Background: an optimization exercise with open tools, aiming at small area, a short achievable clock period and few clock cycles. Do not read the settings as production practice.
RTL that was checked went through simulation tests only; none was proved equivalent to the original.
Power and IR drop assume default switching activity.

==> module cb_seg, before the edit <==
module cb_seg(
    input wire clk,
    input wire reset,
    input wire[11:0] tb_size_in,
    input wire wreq_size,
    output wire rreq_data,
    input wire[7:0] tb_in,
    output wire cb_valid,
    output wire[7:0] cb_data,
    output wire cb_size,
    output wire cb_start
);
reg [10:0] wq [0:32];
reg [32:0] v;
wire       release_cur;
wire [32:0] fa;      
wire [31:0] mv;      
assign fa[32] = 1'b1;
genvar g;
generate for (g = 0; g < 32; g = g + 1) begin : q
    assign fa[g] = fa[g+1] & v[g+1];
    assign mv[g] = v[g] & ~fa[g];
    always @(posedge clk)
        if (mv[g]) wq[g+1] <= wq[g];
end endgenerate
always @(posedge clk)
    if (wreq_size) wq[0] <= tb_size_in[10:0];
always @(posedge clk or posedge reset)
    if (reset) v <= 33'd0;
    else begin
        v[0] <= wreq_size | (v[0] & ~mv[0]);
        v[32] <= mv[31] | (v[32] & ~release_cur);
        v[31:1] <= mv[30:0] | (v[31:1] & ~mv[31:1]);
    end
wire [10:0] cur = wq[32];
localparam IDLE = 2'd0, BODY = 2'd2, CRC = 2'd3;
reg [1:0]  ph;
reg [10:0] p;
reg        fill;     
reg        fe;       
reg        lastnc;   
reg        twob;     
reg        big;      
reg        sob;      
reg        blk2;     
reg [1:0]  cc;       
wire c_gt132 = cur > 11'd132;
wire c_gt768 = cur > 11'd768;
wire c_gt894 = cur > 11'd894;
wire c_nofill = (cur == 11'd132) | (cur == 11'd768) | (cur == 11'd894) | (cur == 11'd1530);
wire c_fill1  = (cur == 11'd131) | (cur == 11'd767) | (cur == 11'd893) | (cur == 11'd1529);
wire p_fe = twob ? (big ? (p == 11'd1528) : (p == 11'd892))
                 : (big ? (p == 11'd766) : (p == 11'd130));
wire tb_last = (ph == BODY & lastnc & ~twob) | (ph == CRC & cc == 2'd2 & blk2);
wire start = v[32] & ((ph == IDLE) | tb_last);
wire fill_end = (ph == BODY) & fill & fe;
assign release_cur = (start & c_nofill) | fill_end;
always @(posedge clk or posedge reset)
    if (reset) ph <= IDLE;
    else if (start) ph <= BODY;
    else case (ph)
        BODY: if (lastnc) ph <= twob ? CRC : IDLE;
        CRC:  if (cc == 2'd2) ph <= blk2 ? IDLE : BODY;
        default: ;
    endcase
always @(posedge clk) begin
    if (start) begin
        p      <= cur;
        fill   <= ~c_nofill;
        fe     <= c_fill1;
        lastnc <= 1'b0;
        twob   <= c_gt768;
        big    <= c_gt132 & ~(c_gt768 & ~c_gt894);
        sob    <= 1'b1;
        blk2   <= 1'b0;
    end else case (ph)
        BODY: begin
            sob <= 1'b0;
            cc  <= 2'd0;
            if (fill) begin
                if (fe) begin
                    p      <= cur;
                    fill   <= 1'b0;
                    lastnc <= (cur == 11'd1);
                end else begin
                    p      <= p + 11'd1;
                    fe     <= p_fe;
                end
            end else begin
                p      <= p - 11'd1;
                lastnc <= (p == 11'd2) | (twob & ~blk2 & (p == 11'd767));
            end
        end
        CRC: begin
            cc <= cc + 2'd1;
            if (cc == 2'd2) begin
                blk2 <= 1'b1;
                big  <= 1'b1;
                sob  <= 1'b1;
            end
        end
        default: ;
    endcase
end
wire is_v    = ph[1];                       
wire is_data = (ph == BODY) & ~fill;
wire is_crc  = (ph == CRC);
reg s1_v, s2_v, s1_d, s2_d, s1_c, s2_c;
reg s1_st, s2_st;
reg rreq_q;
assign rreq_data = rreq_q;
always @(posedge clk or posedge reset)
    if (reset) begin
        s1_v <= 1'b0; s2_v <= 1'b0; rreq_q <= 1'b0;
    end else begin
        s1_v <= is_v; s2_v <= s1_v; rreq_q <= is_data;
    end
always @(posedge clk) begin
    s1_d <= is_data; s1_c <= is_crc; s1_st <= sob;
    s2_d <= s1_d;    s2_c <= s1_c;   s2_st <= s1_st;
end
reg [7:0]  ob;       
reg        ov, ost, osz;
reg        ocu;      
reg [23:0] crc;
assign cb_valid = ov;
assign cb_data  = ob;
assign cb_start = ost;
assign cb_size  = osz;
function [23:0] crc_next(input [23:0] s, input [7:0] d);
    reg [23:0] r;
    integer k;
    begin
        r = s;
        for (k = 0; k < 8; k = k + 1)
            r = {r[22:0], 1'b0} ^ ((r[23] ^ d[k]) ? 24'h800063 : 24'h0);
        crc_next = r;
    end
endfunction
wire [23:0] crc_n = crc_next(crc, ob);
always @(posedge clk or posedge reset)
    if (reset) ov <= 1'b0;
    else       ov <= s2_v;
always @(posedge clk) begin
    ost <= s2_st;
    if (s2_st) osz <= big;
    ocu <= s2_v & ~s2_c;
    if (s2_c)
        ob <= ocu ? crc_n[7:0] : crc[15:8];
    else
        ob <= s2_d ? tb_in : 8'h00;
    if (s2_v & s2_st) crc <= 24'hffffff;
    else if (ocu) crc <= crc_n;
    else if (s2_c) crc[15:0] <= crc[23:8];
end
endmodule
make LEC_CHECK=0 CAP_MARGIN=20 CORE_MARGIN=2 CORE_UTILIZATION=40 CTS_CLUSTER_DIAMETER=60 CTS_CLUSTER_SIZE=30 SETUP_SLACK_MARGIN=3.0 SLEW_MARGIN=20 finish   # period 5.0 ns
run.sh (not shown) runs the stock make flow with config.mk's settings and CLKGATE_MAP_FILE= SYNTH_SCRIPT=/design/flow/synth_recipe.tcl, a recipe that flattens the netlist after the stock synthesis.
Rerun with:
--- a/flow/design.v
+++ b/flow/design.v
@@ -47,12 +47,12 @@
 wire c_gt132 = cur > 11'd132;
 wire c_gt768 = cur > 11'd768;
 wire c_gt894 = cur > 11'd894;
 wire c_nofill = (cur == 11'd132) | (cur == 11'd768) | (cur == 11'd894) | (cur == 11'd1530);
 wire c_fill1  = (cur == 11'd131) | (cur == 11'd767) | (cur == 11'd893) | (cur == 11'd1529);
-wire p_fe = twob ? (big ? (p == 11'd1528) : (p == 11'd892))
-                 : (big ? (p == 11'd766) : (p == 11'd130));
+wire p_fe = twob ? (big ? (p == 11'd519) : (p == 11'd1155))
+                 : (big ? (p == 11'd1281) : (p == 11'd1917));
 wire tb_last = (ph == BODY & lastnc & ~twob) | (ph == CRC & cc == 2'd2 & blk2);
 wire start = v[32] & ((ph == IDLE) | tb_last);
 wire fill_end = (ph == BODY) & fill & fe;
 assign release_cur = (start & c_nofill) | fill_end;
 always @(posedge clk or posedge reset)
@@ -63,11 +63,11 @@
         CRC:  if (cc == 2'd2) ph <= blk2 ? IDLE : BODY;
         default: ;
     endcase
 always @(posedge clk) begin
     if (start) begin
-        p      <= cur;
+        p      <= c_nofill ? cur : ~cur;
         fill   <= ~c_nofill;
         fe     <= c_fill1;
         lastnc <= 1'b0;
         twob   <= c_gt768;
         big    <= c_gt132 & ~(c_gt768 & ~c_gt894);
@@ -81,11 +81,11 @@
                 if (fe) begin
                     p      <= cur;
                     fill   <= 1'b0;
                     lastnc <= (cur == 11'd1);
                 end else begin
-                    p      <= p + 11'd1;
+                    p      <= p - 11'd1;
                     fe     <= p_fe;
                 end
             end else begin
                 p      <= p - 11'd1;
                 lastnc <= (p == 11'd2) | (twob & ~blk2 & (p == 11'd767));
@@ -104,26 +104,26 @@
 end
 wire is_v    = ph[1];                       
 wire is_data = (ph == BODY) & ~fill;
 wire is_crc  = (ph == CRC);
 reg s1_v, s2_v, s1_d, s2_d, s1_c, s2_c;
-reg s1_st, s2_st;
+reg [1:0] s1_cc, s2_cc;
+reg s1_st, s2_st, s1_sz, s2_sz;
 reg rreq_q;
 assign rreq_data = rreq_q;
 always @(posedge clk or posedge reset)
     if (reset) begin
         s1_v <= 1'b0; s2_v <= 1'b0; rreq_q <= 1'b0;
     end else begin
         s1_v <= is_v; s2_v <= s1_v; rreq_q <= is_data;
     end
 always @(posedge clk) begin
-    s1_d <= is_data; s1_c <= is_crc; s1_st <= sob;
-    s2_d <= s1_d;    s2_c <= s1_c;   s2_st <= s1_st;
+    s1_d <= is_data; s1_c <= is_crc; s1_cc <= cc; s1_st <= sob; s1_sz <= big;
+    s2_d <= s1_d;    s2_c <= s1_c;   s2_cc <= s1_cc; s2_st <= s1_st; s2_sz <= s1_sz;
 end
 reg [7:0]  ob;       
-reg        ov, ost, osz;
-reg        ocu;      
+reg        ov, ost, osz, onc;
 reg [23:0] crc;
 assign cb_valid = ov;
 assign cb_data  = ob;
 assign cb_start = ost;
 assign cb_size  = osz;
@@ -141,16 +141,15 @@
 always @(posedge clk or posedge reset)
     if (reset) ov <= 1'b0;
     else       ov <= s2_v;
 always @(posedge clk) begin
     ost <= s2_st;
-    if (s2_st) osz <= big;
-    ocu <= s2_v & ~s2_c;
+    osz <= s2_sz;
+    onc <= ~s2_c;
     if (s2_c)
-        ob <= ocu ? crc_n[7:0] : crc[15:8];
+        ob <= (s2_cc == 2'd0) ? crc_n[7:0] : (s2_cc == 2'd1) ? crc[15:8] : crc[23:16];
     else
         ob <= s2_d ? tb_in : 8'h00;
     if (s2_v & s2_st) crc <= 24'hffffff;
-    else if (ocu) crc <= crc_n;
-    else if (s2_c) crc[15:0] <= crc[23:8];
+    else if (ov & onc) crc <= crc_n;
 end
 endmodule
Outcome: Cell area goes up by 0.74%. Die area drops by 1.1%. Final cell count went down by 0.33%. Worst setup slack loses 0.25 ns. Register-to-register slack is worse by 0.31 ns. Power climbs by 1.9%. Global-route usage drops by 0.45 points. Maximum frequency falls by 11%. Critical path depth is higher by 5. Via count shrinks by 1.2%.
No functional check of the RTL was part of any run of this note.


## yarrow
The RTL this note starts from:
==> flow/design.v <==
module cb_seg(
    input wire clk,
    input wire reset,
    input wire[11:0] tb_size_in,
    input wire wreq_size,
    output wire rreq_data,
    input wire[7:0] tb_in,
    output wire cb_valid,
    output wire[7:0] cb_data,
    output wire cb_size,
    output wire cb_start
);
reg [10:0] wq [0:32];
reg [32:0] v;
wire       release_cur;
wire [32:0] fa;      
wire [31:0] mv;      
assign fa[32] = 1'b1;
genvar g;
generate for (g = 0; g < 32; g = g + 1) begin : q
    assign fa[g] = fa[g+1] & v[g+1];
    assign mv[g] = v[g] & ~fa[g];
    always @(posedge clk)
        if (mv[g]) wq[g+1] <= wq[g];
end endgenerate
always @(posedge clk)
    if (wreq_size) wq[0] <= tb_size_in[10:0];
always @(posedge clk or posedge reset)
    if (reset) v <= 33'd0;
    else begin
        v[0] <= wreq_size | (v[0] & ~mv[0]);
        v[32] <= mv[31] | (v[32] & ~release_cur);
        v[31:1] <= mv[30:0] | (v[31:1] & ~mv[31:1]);
    end
wire [10:0] cur = wq[32];
localparam IDLE = 2'd0, BODY = 2'd2, CRC = 2'd3;
reg [1:0]  ph;
reg [10:0] p;
reg        fill;     
reg        fe;       
reg        lastnc;   
reg        twob;     
reg        big;      
reg        sob;      
reg        blk2;     
reg [1:0]  cc;       
wire c_gt132 = cur > 11'd132;
wire c_gt768 = cur > 11'd768;
wire c_gt894 = cur > 11'd894;
wire c_nofill = (cur == 11'd132) | (cur == 11'd768) | (cur == 11'd894) | (cur == 11'd1530);
wire c_fill1  = (cur == 11'd131) | (cur == 11'd767) | (cur == 11'd893) | (cur == 11'd1529);
wire p_fe = twob ? (big ? (p == 11'd1528) : (p == 11'd892))
                 : (big ? (p == 11'd766) : (p == 11'd130));
wire tb_last = (ph == BODY & lastnc & ~twob) | (ph == CRC & cc == 2'd2 & blk2);
wire start = v[32] & ((ph == IDLE) | tb_last);
wire fill_end = (ph == BODY) & fill & fe;
assign release_cur = (start & c_nofill) | fill_end;
always @(posedge clk or posedge reset)
    if (reset) ph <= IDLE;
    else if (start) ph <= BODY;
    else case (ph)
        BODY: if (lastnc) ph <= twob ? CRC : IDLE;
        CRC:  if (cc == 2'd2) ph <= blk2 ? IDLE : BODY;
        default: ;
    endcase
always @(posedge clk) begin
    if (start) begin
        p      <= cur;
        fill   <= ~c_nofill;
        fe     <= c_fill1;
        lastnc <= 1'b0;
        twob   <= c_gt768;
        big    <= c_gt132 & ~(c_gt768 & ~c_gt894);
        sob    <= 1'b1;
        blk2   <= 1'b0;
    end else case (ph)
        BODY: begin
            sob <= 1'b0;
            cc  <= 2'd0;
            if (fill) begin
                if (fe) begin
                    p      <= cur;
                    fill   <= 1'b0;
                    lastnc <= (cur == 11'd1);
                end else begin
                    p      <= p + 11'd1;
                    fe     <= p_fe;
                end
            end else begin
                p      <= p - 11'd1;
                lastnc <= (p == 11'd2) | (twob & ~blk2 & (p == 11'd767));
            end
        end
        CRC: begin
            cc <= cc + 2'd1;
            if (cc == 2'd2) begin
                blk2 <= 1'b1;
                big  <= 1'b1;
                sob  <= 1'b1;
            end
        end
        default: ;
    endcase
end
wire is_v    = ph[1];                       
wire is_data = (ph == BODY) & ~fill;
wire is_crc  = (ph == CRC);
reg s1_v, s2_v, s1_d, s2_d, s1_c, s2_c;
reg [1:0] s1_cc, s2_cc;
reg s1_st, s2_st, s1_sz, s2_sz;
reg rreq_q;
assign rreq_data = rreq_q;
always @(posedge clk or posedge reset)
    if (reset) begin
        s1_v <= 1'b0; s2_v <= 1'b0; rreq_q <= 1'b0;
    end else begin
        s1_v <= is_v; s2_v <= s1_v; rreq_q <= is_data;
    end
always @(posedge clk) begin
    s1_d <= is_data; s1_c <= is_crc; s1_cc <= cc; s1_st <= sob; s1_sz <= big;
    s2_d <= s1_d;    s2_c <= s1_c;   s2_cc <= s1_cc; s2_st <= s1_st; s2_sz <= s1_sz;
end
reg [7:0]  ob;       
reg        ov, ost, osz, onc;
reg [23:0] crc;
assign cb_valid = ov;
assign cb_data  = ob;
assign cb_start = ost;
assign cb_size  = osz;
function [23:0] crc_next(input [23:0] s, input [7:0] d);
    reg [23:0] r;
    integer k;
    begin
        r = s;
        for (k = 0; k < 8; k = k + 1)
            r = {r[22:0], 1'b0} ^ ((r[23] ^ d[k]) ? 24'h800063 : 24'h0);
        crc_next = r;
    end
endfunction
wire [23:0] crc_n = crc_next(crc, ob);
always @(posedge clk or posedge reset)
    if (reset) ov <= 1'b0;
    else       ov <= s2_v;
always @(posedge clk) begin
    ost <= s2_st;
    osz <= s2_sz;
    onc <= ~s2_c;
    if (s2_c)
        ob <= (s2_cc == 2'd0) ? crc_n[7:0] : (s2_cc == 2'd1) ? crc[15:8] : crc[23:16];
    else
        ob <= s2_d ? tb_in : 8'h00;
    if (s2_v & s2_st) crc <= 24'hffffff;
    else if (ov & onc) crc <= crc_n;
end
endmodule
clock: 5.0 ns
lec_check: 0
cap_margin: 20
core_margin: 2
core_utilization: 40
cts_cluster_diameter: 60
cts_cluster_size: 30
setup_slack_margin: 3.0
slew_margin: 20
Testbench counts of yarrow, summed over its fixed seeds: cycles 1,060,569.
Input changes introduced in lagoon (baseline for comparison: yarrow):
-- flow/design.v --
<<< yarrow, line 107
wire is_crc  = (ph == CRC);
reg s1_v, s2_v, s1_d, s2_d, s1_c, s2_c;
reg [1:0] s1_cc, s2_cc;
reg s1_st, s2_st, s1_sz, s2_sz;
reg rreq_q;
>>> lagoon, line 107
wire is_crc  = (ph == CRC);
reg s1_v, s2_v, s1_d, s2_d, s1_c, s2_c;
reg s1_st, s2_st, s1_sz, s2_sz;
reg rreq_q;
<<< yarrow, line 118
    end
always @(posedge clk) begin
    s1_d <= is_data; s1_c <= is_crc; s1_cc <= cc; s1_st <= sob; s1_sz <= big;
    s2_d <= s1_d;    s2_c <= s1_c;   s2_cc <= s1_cc; s2_st <= s1_st; s2_sz <= s1_sz;
end
reg [7:0]  ob;       
reg        ov, ost, osz, onc;
reg [23:0] crc;
assign cb_valid = ov;
>>> lagoon, line 117
    end
always @(posedge clk) begin
    s1_d <= is_data; s1_c <= is_crc; s1_st <= sob; s1_sz <= big;
    s2_d <= s1_d;    s2_c <= s1_c;   s2_st <= s1_st; s2_sz <= s1_sz;
end
reg [7:0]  ob;       
reg        ov, ost, osz;
reg        ocu;      
reg [23:0] crc;
assign cb_valid = ov;
<<< yarrow, line 145
    ost <= s2_st;
    osz <= s2_sz;
    onc <= ~s2_c;
    if (s2_c)
        ob <= (s2_cc == 2'd0) ? crc_n[7:0] : (s2_cc == 2'd1) ? crc[15:8] : crc[23:16];
    else
        ob <= s2_d ? tb_in : 8'h00;
    if (s2_v & s2_st) crc <= 24'hffffff;
    else if (ov & onc) crc <= crc_n;
end
endmodule
>>> lagoon, line 145
    ost <= s2_st;
    osz <= s2_sz;
    ocu <= s2_v & ~s2_c;
    if (s2_c)
        ob <= ocu ? crc_n[7:0] : crc[15:8];
    else
        ob <= s2_d ? tb_in : 8'h00;
    if (s2_v & s2_st) crc <= 24'hffffff;
    else if (ocu) crc <= crc_n;
    else if (s2_c) crc[15:0] <= crc[23:8];
end
endmodule
--- outcome ---
Total setup buffers inserted after CTS (lagoon / yarrow): 1.3
Measured against each other, yarrow and lagoon differ in detail-routed via count per cell, the higher figure coming from lagoon.
Against yarrow, design area in lagoon came out worse.
Run comparison: yarrow startpoint of the most critical setup path ov$_DFF_PP0_; lagoon startpoint of the most critical setup path rreq_q$_DFF_PP0_
Number of max-slew violations in the final report came out exactly the same in yarrow and lagoon.
lagoon vs yarrow: die area up
lagoon vs yarrow, setup slack went down by 0.034 ns.
Comparing yarrow and lagoon, the lower fmax was measured on lagoon.
Testbench counts of lagoon, summed over its fixed seeds: cycles 1,060,569.

==> re-timing with driven ports <==
The results above use ideal ports. As a check the final layouts listed here were re-extracted and re-timed, cells and wires unchanged.
Step 1 assumes that a clkbuf_16 drives the clock port and a buf_2 every other input.
Step 2 adds t to the input delays and takes it off the output delays; t is the mean of the earliest and latest rising clock arrival at the registers after step 1. Input paths then give back, and output paths get back, about the clock's delay inside the block.
a / b / c = ideal ports / drivers / drivers and shift; a / b = the first two.
| run | t (ns) | slack for setup (ns) | worst register clock-pin slew, ns |
|---|---|---|---|
| the first run of note 1 | 0.633 | 2.914 / 2.862 / 2.859 | 0.10 / 0.10 |
| the second run of note 1 | 0.623 | 2.668 / 2.668 / 2.668 | 0.10 / 0.10 |
| yarrow | 0.615 | 2.913 / 2.863 / 2.855 | 0.10 / 0.10 |
| lagoon | 0.645 | 2.879 / 2.829 / 2.843 | 0.10 / 0.10 |
After both steps every run listed still meets setup and hold. For yarrow, which loses most, drivers alone change the setup slack by -0.050 ns; drivers and shift together by -0.058 ns. Setup slack includes reset recovery checks.
